Background: an optimization exercise with open tools, aiming at small area. Do not read the settings as production practice. The RTL was checked by simulation tests, not by an equivalence proof against the original design. Power is estimated from default activity; no workload was simulated. The clock port is modelled as an ideal driver; clocking choices that lean on that would not hold on a real chip.

==> module Top, before the edit <==
module Top(
  input         clock,
  input         reset,
  output [9:0]  imem_addr,
  input  [31:0] imem_inst,
  output [9:0]  dmem_addr,
  output [63:0] dmem_wdata,
  output        dmem_we,
  input  [63:0] dmem_rdata
);
  reg  [2:0]  phase;
  reg         clr;        
  reg  [9:0]  pc;         
  reg         cy;         
  reg         eqf;        
  reg  [9:0]  addr_r;     
  reg  [55:0] sbuf;       
  wire [31:0] inst = imem_inst;
  wire [4:0]  rd  = inst[11:7];
  wire [4:0]  rs1 = inst[19:15];
  wire [4:0]  rs2 = inst[24:20];
  wire is_br  = inst[6];
  wire is_st  = ~inst[6] & inst[5] & ~inst[4];
  wire is_r   = inst[5] & inst[4];             
  wire wr_op  = ~inst[6] & ~(inst[5] & ~inst[4]);
  wire p0     = (phase == 3'd0);
  wire p7     = (phase == 3'd7);
  wire [30:0] sa, sb, sw, swn;
  genvar i, j;
  generate
    for (i = 0; i < 31; i = i + 1) begin : g_sel
      assign sa[i]  = (rs1 == i + 1);
      assign sb[i]  = (rs2 == i + 1);
      assign sw[i]  = clr | (wr_op & (rd == i + 1));
      assign swn[i] = ~sw[i];
    end
  endgenerate
  wire [7:0] tap0 [0:30];   
  wire [3:0] tap1 [0:30];   
  wire [7:0] wd;
  generate
    for (i = 1; i < 32; i = i + 1) begin : g_reg
      reg  [63:0] r;
      wire [7:0]  nb;
      for (j = 0; j < 8; j = j + 1) begin : g_w
        wmux u(.s(sw[i-1]), .sn(swn[i-1]), .a(wd[j]), .b(r[j]), .y(nb[j]));
      end
      always @(posedge clock)
        r <= {nb, r[63:8]};
      assign tap0[i-1] = r[7:0];
      assign tap1[i-1] = r[11:8];
    end
  endgenerate
  wire [7:0] a, b;
  wire [3:0] a1;
  generate
    for (j = 0; j < 8; j = j + 1) begin : g_rd
      wire [30:0] da, db;
      for (i = 0; i < 31; i = i + 1) begin : g_c
        assign da[i] = tap0[i][j];
      end
      sel31 ua(.s(sa), .d(da), .y(a[j]));
      sel31 ub(.s(sb), .d(da), .y(b[j]));
    end
    for (j = 0; j < 4; j = j + 1) begin : g_rd1
      wire [30:0] da;
      for (i = 0; i < 31; i = i + 1) begin : g_c
        assign da[i] = tap1[i][j];
      end
      sel31 ua(.s(sa), .d(da), .y(a1[j]));
    end
  endgenerate
  wire [11:0] imm  = is_st ? {inst[31:25], inst[11:7]} : inst[31:20];
  wire [7:0]  immb = p0 ? imm[7:0] :
                     (phase == 3'd1) ? {{4{imm[11]}}, imm[11:8]} : {8{imm[11]}};
  wire       use_b = is_r | is_br;
  wire [7:0] opb   = use_b ? b : immb;
  wire       inv   = (is_r & inst[30]) | is_br;
  wire       cin   = p0 ? inv : cy;
  wire [8:0] sum;
  radd #(8) u_alu(.a(a), .b(opb ^ {8{inv}}), .ci(cin), .s(sum[7:0]), .co(sum[8]));
  wire [7:0] lg    = inst[12] ? (a & opb) : (a | opb);
  wire [7:0] alu   = inst[13] ? lg : sum[7:0];
  wire [7:0] sl;
  wire [7:0] ldb;
  generate
    for (i = 0; i < 8; i = i + 1) begin : g_ph
      assign sl[i] = (phase == i) & ~inst[4] & ~clr;
    end
    for (j = 0; j < 8; j = j + 1) begin : g_ld
      wire [7:0] dd;
      for (i = 0; i < 8; i = i + 1) begin : g_c
        assign dd[i] = dmem_rdata[8*i+j];
      end
      sel8 u(.s(sl), .d(dd), .y(ldb[j]));
    end
  endgenerate
  assign wd = ldb | (alu & {8{inst[4] & ~clr}});
  wire       zb    = (sum[7:0] == 8'd0);
  wire [3:0] ahi;
  wire       ahi_co;
  radd #(4) u_ahi(.a(a1), .b(imm[11:8]), .ci(sum[8]), .s(ahi), .co(ahi_co));
  wire [9:0] addr0 = {ahi, sum[7:2]};
  wire [9:0] boff  = {inst[7], inst[30:25], inst[11:9]};
  wire       taken = is_br & eqf & zb;
  wire [9:0] pc_nx;
  wire       pc_co;
  radd #(10) u_pc(.a(pc), .b(taken ? boff : 10'd0), .ci(~taken), .s(pc_nx), .co(pc_co));
  always @(posedge clock) begin
    cy   <= sum[8];
    eqf  <= zb & (p0 | eqf);
    sbuf <= {b, sbuf[55:8]};
    if (p0) addr_r <= addr0;
    if (reset) begin
      phase <= 3'd0;
      clr   <= 1'b1;
      pc    <= 10'd0;
    end else begin
      phase <= phase + 3'd1;
      if (p7) begin
        clr <= 1'b0;
        if (!clr) pc <= pc_nx;
      end
    end
  end
  assign imem_addr  = pc;
  assign dmem_addr  = p0 ? addr0 : addr_r;
  assign dmem_wdata = {b, sbuf};
  assign dmem_we    = is_st & p7 & ~clr;
endmodule
clock: 20.0 ns
lec_check: 0
cap_margin: 20
core_margin: 2
core_utilization: 65
slew_margin: 20
synth_hierarchical: 1
synth_minimum_keep_size: 0
standard.sh (not shown) runs the stock make flow with config.mk's settings and CLKGATE_MAP_FILE= SYNTH_SCRIPT=/design/flow/synth_recipe.tcl, a recipe that flattens the netlist after the stock synthesis.
==> flow/flow/run.sh <==
#!/bin/bash
# Own layout flow: the standard flow (standard.sh), with two changes:
#  - port buffers use the smallest buffer cell (buf_1) instead of the default pick
#  - clock tree: clkbuf_16 leaf buffers driving clusters of up to 30 flip-flops,
#    clkbuf_8 above them, and no dummy loads
set -euo pipefail
export BUFFER_PORTS_ARGS="-buffer_cell sky130_fd_sc_hd__buf_1"
export CTS_ARGS="-sink_clustering_enable -repair_clock_nets -dont_use_dummy_load -sink_clustering_size 30 -sink_clustering_max_diameter 80 -buf_list sky130_fd_sc_hd__clkbuf_8 -root_buf sky130_fd_sc_hd__clkbuf_8 -sink_clustering_buffer sky130_fd_sc_hd__clkbuf_16"
bash standard.sh finish > standard_flow.log 2>&1
Next try:
--- a/flow/design.v
+++ b/flow/design.v
@@ -7,4 +7,10 @@
 module wmux(input s, input sn, input a, input b, output y);
   assign y = (s & a) | (sn & b);
+endmodule
+module nor2m(input a, input b, output y);
+  assign y = ~(a | b);
+endmodule
+module nand2m(input a, input b, output y);
+  assign y = ~(a & b);
 endmodule
 module fadd(input a, input b, input ci, output s, output co);
@@ -69,12 +75,26 @@
   wire p0     = (phase == 3'd0);
   wire p7     = (phase == 3'd7);
+  wire [3:0] alo_n, blo_n, wlo, wlo_n;
+  wire [7:0] ahi_n, bhi_n, whi, whi_n;
   wire [30:0] sa, sb, sw, swn;
   genvar i, j;
   generate
+    for (i = 0; i < 4; i = i + 1) begin : g_plo
+      assign alo_n[i] = ~(rs1[1:0] == i);
+      assign blo_n[i] = ~(rs2[1:0] == i);
+      assign wlo[i]   = clr | (wr_op & (rd[1:0] == i));
+      assign wlo_n[i] = ~wlo[i];
+    end
+    for (i = 0; i < 8; i = i + 1) begin : g_phi
+      assign ahi_n[i] = ~(rs1[4:2] == i);
+      assign bhi_n[i] = ~(rs2[4:2] == i);
+      assign whi[i]   = clr | (rd[4:2] == i);
+      assign whi_n[i] = ~whi[i];
+    end
     for (i = 0; i < 31; i = i + 1) begin : g_sel
-      assign sa[i]  = (rs1 == i + 1);
-      assign sb[i]  = (rs2 == i + 1);
-      assign sw[i]  = clr | (wr_op & (rd == i + 1));
-      assign swn[i] = ~sw[i];
+      nor2m  ua(.a(alo_n[(i + 1) % 4]), .b(ahi_n[(i + 1) / 4]), .y(sa[i]));
+      nor2m  ub(.a(blo_n[(i + 1) % 4]), .b(bhi_n[(i + 1) / 4]), .y(sb[i]));
+      nor2m  uw(.a(wlo_n[(i + 1) % 4]), .b(whi_n[(i + 1) / 4]), .y(sw[i]));
+      nand2m un(.a(wlo[(i + 1) % 4]),   .b(whi[(i + 1) / 4]),   .y(swn[i]));
     end
   endgenerate
@@ -149,5 +169,7 @@
   wire [9:0] pc_nx;
   wire       pc_co;
-  radd #(10) u_pc(.a(pc), .b(taken ? boff : 10'd0), .ci(~taken), .s(pc_nx), .co(pc_co));
+  wire       pc_up = p7 & ~clr;    
+  radd #(10) u_pc(.a(pc), .b((pc_up & taken) ? boff : 10'd0), .ci(pc_up & ~taken),
+                  .s(pc_nx), .co(pc_co));
   always @(posedge clock) begin
     cy   <= sum[8];
@@ -155,14 +177,11 @@
     sbuf <= {b, sbuf[55:8]};
     if (p0) addr_r <= addr0;
+    pc <= reset ? 10'd0 : pc_nx;
     if (reset) begin
       phase <= 3'd0;
       clr   <= 1'b1;
-      pc    <= 10'd0;
     end else begin
       phase <= phase + 3'd1;
-      if (p7) begin
-        clr <= 1'b0;
-        if (!clr) pc <= pc_nx;
-      end
+      if (p7) clr <= 1'b0;
     end
   end
Outcome: Flip-flop and latch count is unchanged. Die area falls by 0.46%. Cell area falls by 0.58%. Register-to-register slack improved by 0.61 ns. Worst hold slack got worse by 0.013 ns. Non-clock buffer count falls by 6. Total power is about the same. Sequential power is about the same. Synthesized cell count falls by 0.85%.

-- port drivers added, routing unchanged --
In the flow no input, the clock included, has a driving cell. The finished layouts below were timed again as built, in two steps.
Step 1, drivers: a clkbuf_16 drives clock and a buf_2 each remaining input, both assumed.
Step 2 also shifts input and output timing later by t, the mid clock arrival at the registers, as if the neighbouring blocks saw the same clock.
a / b / c = ideal / step 1 / step 2; a / b = the first two.
run | t, ns | setup WS [ns] | hold slack, ns
the first run | 0.829 | 3.202 / 3.068 / 3.068 | 0.306 / 0.306 / 0.306
the second run | 0.795 | 3.377 / 3.343 / 3.343 | 0.293 / 0.293 / 0.293
After both steps every run listed still meets setup and hold. For the first run, which loses most, drivers alone change the setup slack by -0.134 ns; drivers and shift together by -0.134 ns.
